Source: an optimization exercise on an open RTL-to-GDS flow (aim: small area). Production flows keep margins and buffers that such runs may drop. Only simulation tests tie the RTL to the original design; equivalence was not proved. Power is estimated from default activity; no workload was simulated.

==> flow/design.v <==
module ahb (
            hclk
           ,hresetn
           ,htrans
           ,haddr
           ,hwdata
           ,hready_in
           ,hsel
           ,hwrite
           ,hsize
           ,hresp
           ,hready_out
           ,hrdata
           ,frame_num
           ,sample_in_frame
           ,com_2_ovl
           ,max_point_fft_core
           ,alpha
           ,quarter
           ,fft_num
           ,fft_stage_number
           ,mel_num
           ,cep_num
           ,trigger
           );
input hclk;                       
input hresetn;                    
input [1:0]htrans;
input [11:0]haddr;
input [31:0]hwdata;
input hready_in;
input hsel;
input hwrite;
input [2:0]hsize;
output [1:0]hresp;
output hready_out;
output [31:0]hrdata;
output [31:0]frame_num;            
output [31:0]sample_in_frame;      
output [31:0]com_2_ovl;            
output [31:0]max_point_fft_core;   
output [31:0]alpha;                
output [31:0]quarter;              
output [31:0]fft_num;              
output [31:0]fft_stage_number;     
output [31:0]mel_num;              
output [31:0]cep_num;              
output trigger;                    
wire [31:0]hrdata;
reg [31:0]frame_num;
reg [31:0]sample_in_frame;
reg [31:0]com_2_ovl;
reg [31:0]max_point_fft_core;
reg [31:0]alpha;
reg [31:0]quarter;
reg [31:0]fft_num;
reg [31:0]fft_stage_number;
reg [31:0]mel_num;
reg [31:0]cep_num;
reg trigger;
reg [3:0]addr_q;
reg wr_q;
wire xfer = htrans[1] & hready_in & hsel;
always @(posedge hclk) begin
  addr_q <= haddr[3:0] | {4{|haddr[11:4]}};
end
always @(posedge hclk or negedge hresetn) begin
  if (!hresetn) wr_q <= 1'b0;
  else          wr_q <= xfer & hwrite & (hsize == 3'b010);
end
wire [10:0]sel;
wire [10:0]we;
wire [10:0]nwe;
ahb_dec u_dec (.a(addr_q), .w(wr_q), .sel(sel), .we(we), .nwe(nwe));
wire [31:0]rv [0:9];
wire [31:0]nx [0:9];
assign rv[0] = frame_num;
assign rv[1] = sample_in_frame;
assign rv[2] = com_2_ovl;
assign rv[3] = max_point_fft_core;
assign rv[4] = alpha;
assign rv[5] = quarter;
assign rv[6] = fft_num;
assign rv[7] = fft_stage_number;
assign rv[8] = mel_num;
assign rv[9] = cep_num;
genvar k, i;
generate
  for (k = 0; k < 10; k = k + 1) begin : g_reg
    for (i = 0; i < 32; i = i + 1) begin : g_bit
      ahb_wmux u_wm (.s(we[k]), .sn(nwe[k]), .d(hwdata[i]), .q(rv[k][i]), .y(nx[k][i]));
    end
  end
endgenerate
wire nx_trigger;
ahb_wmux u_wm_trig (.s(we[10]), .sn(nwe[10]), .d(hwdata[0]), .q(trigger), .y(nx_trigger));
always @(posedge hclk or negedge hresetn) begin
  if (!hresetn) begin
    frame_num          <= 32'b0;
    sample_in_frame    <= 32'b0;
    com_2_ovl          <= 32'b0;
    max_point_fft_core <= 32'b0;
    alpha              <= 32'b0;
    quarter            <= 32'b0;
    fft_num            <= 32'b0;
    fft_stage_number   <= 32'b0;
    mel_num            <= 32'b0;
    cep_num            <= 32'b0;
    trigger            <= 1'b0;
  end
  else begin
    frame_num          <= nx[0];
    sample_in_frame    <= nx[1];
    com_2_ovl          <= nx[2];
    max_point_fft_core <= nx[3];
    alpha              <= nx[4];
    quarter            <= nx[5];
    fft_num            <= nx[6];
    fft_stage_number   <= nx[7];
    mel_num            <= nx[8];
    cep_num            <= nx[9];
    trigger            <= nx_trigger;
  end
end
ahb_rmux11 u_rm0 (.s(sel), .d({trigger, rv[9][0], rv[8][0], rv[7][0], rv[6][0], rv[5][0], rv[4][0], rv[3][0], rv[2][0], rv[1][0], rv[0][0]}), .y(hrdata[0]));
generate
  for (i = 1; i < 32; i = i + 1) begin : g_rd
    ahb_rmux10 u_rm (.s(sel[9:0]), .d({rv[9][i], rv[8][i], rv[7][i], rv[6][i], rv[5][i], rv[4][i], rv[3][i], rv[2][i], rv[1][i], rv[0][i]}), .y(hrdata[i]));
  end
endgenerate
assign hresp = 2'b0;
assign hready_out = 1'b1;
endmodule
module ahb_dec (
  input  [3:0]a,
  input  w,
  output [10:0]sel,
  output [10:0]we,
  output [10:0]nwe
);
wire [3:0]lo;
wire [3:0]nlo;
wire [2:0]hi;
wire [2:0]nhi;
wire [2:0]hiw;
wire [2:0]nhiw;
genvar j, k;
generate
  for (j = 0; j < 4; j = j + 1) begin : g_lo
    assign lo[j]  = (a[1:0] == j);
    assign nlo[j] = ~lo[j];
  end
  for (j = 0; j < 3; j = j + 1) begin : g_hi
    assign hi[j]   = (a[3:2] == j);
    assign nhi[j]  = ~hi[j];
    assign hiw[j]  = hi[j] & w;
    assign nhiw[j] = ~hiw[j];
  end
  for (k = 0; k < 11; k = k + 1) begin : g
    ahb_nor2  u_sel (.a(nlo[k % 4]), .b(nhi[k / 4]),  .y(sel[k]));
    ahb_nor2  u_we  (.a(nlo[k % 4]), .b(nhiw[k / 4]), .y(we[k]));
    ahb_nand2 u_nwe (.a(lo[k % 4]),  .b(hiw[k / 4]),  .y(nwe[k]));
  end
endgenerate
endmodule
module ahb_nor2 (
  input  a,
  input  b,
  output y
);
assign y = ~(a | b);
endmodule
module ahb_nand2 (
  input  a,
  input  b,
  output y
);
assign y = ~(a & b);
endmodule
module ahb_wmux (
  input  s,
  input  sn,
  input  d,
  input  q,
  output y
);
assign y = (s & d) | (sn & q);
endmodule
module ahb_rmux10 (
  input  [9:0]s,
  input  [9:0]d,
  output y
);
wire [2:0]n;
ahb_aoi222 u_a0 (.a(s[2:0]), .b(d[2:0]), .y(n[0]));
ahb_aoi222 u_a1 (.a(s[5:3]), .b(d[5:3]), .y(n[1]));
ahb_aoi222 u_a2 (.a(s[8:6]), .b(d[8:6]), .y(n[2]));
assign y = ~(n[0] & n[1] & n[2] & ~(s[9] & d[9]));
endmodule
module ahb_rmux11 (
  input  [10:0]s,
  input  [10:0]d,
  output y
);
wire [2:0]n;
ahb_aoi222 u_a0 (.a(s[2:0]), .b(d[2:0]), .y(n[0]));
ahb_aoi222 u_a1 (.a(s[5:3]), .b(d[5:3]), .y(n[1]));
ahb_aoi222 u_a2 (.a(s[8:6]), .b(d[8:6]), .y(n[2]));
assign y = ~(n[0] & n[1] & n[2] & ~((s[9] & d[9]) | (s[10] & d[10])));
endmodule
module ahb_aoi222 (
  input  [2:0]a,
  input  [2:0]b,
  output y
);
assign y = ~|(a & b);
endmodule
export LEC_CHECK = 0
export CAP_MARGIN = 0
export CORE_MARGIN = 2
export CORE_UTILIZATION = 55
export SLEW_MARGIN = 0
export SYNTH_HIERARCHICAL = 1
create_clock -name core_clock -period 10.0 [get_ports {hclk}]
standard.sh (not shown) runs the stock make flow with config.mk's settings and CLKGATE_MAP_FILE= SYNTH_SCRIPT=/design/flow/synth_recipe.tcl, a recipe that flattens the netlist after the stock synthesis.
==> flow/flow/run.sh <==
#!/bin/bash
# Standard ORFS layout, with the smallest buffer (sky130_fd_sc_hd__buf_1)
# on every port and a clock tree built without dummy loads.
set -euo pipefail
CTS="-sink_clustering_enable -repair_clock_nets -dont_use_dummy_load -buf_list sky130_fd_sc_hd__clkbuf_16 -sink_clustering_size 28 -sink_clustering_max_diameter 90"
bash standard.sh 'BUFFER_PORTS_ARGS=-buffer_cell sky130_fd_sc_hd__buf_1' "CTS_ARGS=$CTS" finish > make_finish.log 2>&1
==> next run, changes <==
--- a/flow/design.v
+++ b/flow/design.v
@@ -137,46 +137,16 @@
   output [10:0]sel,
   output [10:0]we,
   output [10:0]nwe
 );
-wire [3:0]lo;
-wire [3:0]nlo;
-wire [2:0]hi;
-wire [2:0]nhi;
-wire [2:0]hiw;
-wire [2:0]nhiw;
-genvar j, k;
+genvar k;
 generate
-  for (j = 0; j < 4; j = j + 1) begin : g_lo
-    assign lo[j]  = (a[1:0] == j);
-    assign nlo[j] = ~lo[j];
-  end
-  for (j = 0; j < 3; j = j + 1) begin : g_hi
-    assign hi[j]   = (a[3:2] == j);
-    assign nhi[j]  = ~hi[j];
-    assign hiw[j]  = hi[j] & w;
-    assign nhiw[j] = ~hiw[j];
-  end
   for (k = 0; k < 11; k = k + 1) begin : g
-    ahb_nor2  u_sel (.a(nlo[k % 4]), .b(nhi[k / 4]),  .y(sel[k]));
-    ahb_nor2  u_we  (.a(nlo[k % 4]), .b(nhiw[k / 4]), .y(we[k]));
-    ahb_nand2 u_nwe (.a(lo[k % 4]),  .b(hiw[k / 4]),  .y(nwe[k]));
+    assign sel[k] = (a == k);
+    assign we[k]  = w & sel[k];
+    assign nwe[k] = ~we[k];
   end
 endgenerate
-endmodule
-module ahb_nor2 (
-  input  a,
-  input  b,
-  output y
-);
-assign y = ~(a | b);
-endmodule
-module ahb_nand2 (
-  input  a,
-  input  b,
-  output y
-);
-assign y = ~(a & b);
 endmodule
 module ahb_wmux (
   input  s,
   input  sn,
Outcome:
- The changed run finished with timing, DRC and antenna clean
- wire length increases by 2.3%
- worst hold slack barely changes
- final cell count stays the same
- total power barely changes
- area after synthesis barely changes
- cell area hardly moves

## static timing again, ports no longer ideal
Ports are ideal in the flow. The routed layouts listed here were re-timed in OpenROAD. Step 1: set_driving_cell puts a clkbuf_16 on hclk and a buf_2 on each other input, an assumption about the parent block. Step 2 times the ports against the registers' clock, not the clock port: input delays grow and output delays shrink by t, the midpoint of the rising clock arrivals with the driver on. Three values: no drivers, after step 1, after step 2; two values: the first two.
| run | t, ns | setup slack, ns | clock arrival spread, ns |
|---|---|---|---|
| the first run | 0.543 | 4.747 / 4.697 / 5.240 | 0.019 / 0.018 |
| the second run | 0.542 | 4.704 / 4.655 / 5.197 | 0.017 / 0.016 |
After both steps setup and hold are still met in every run listed.
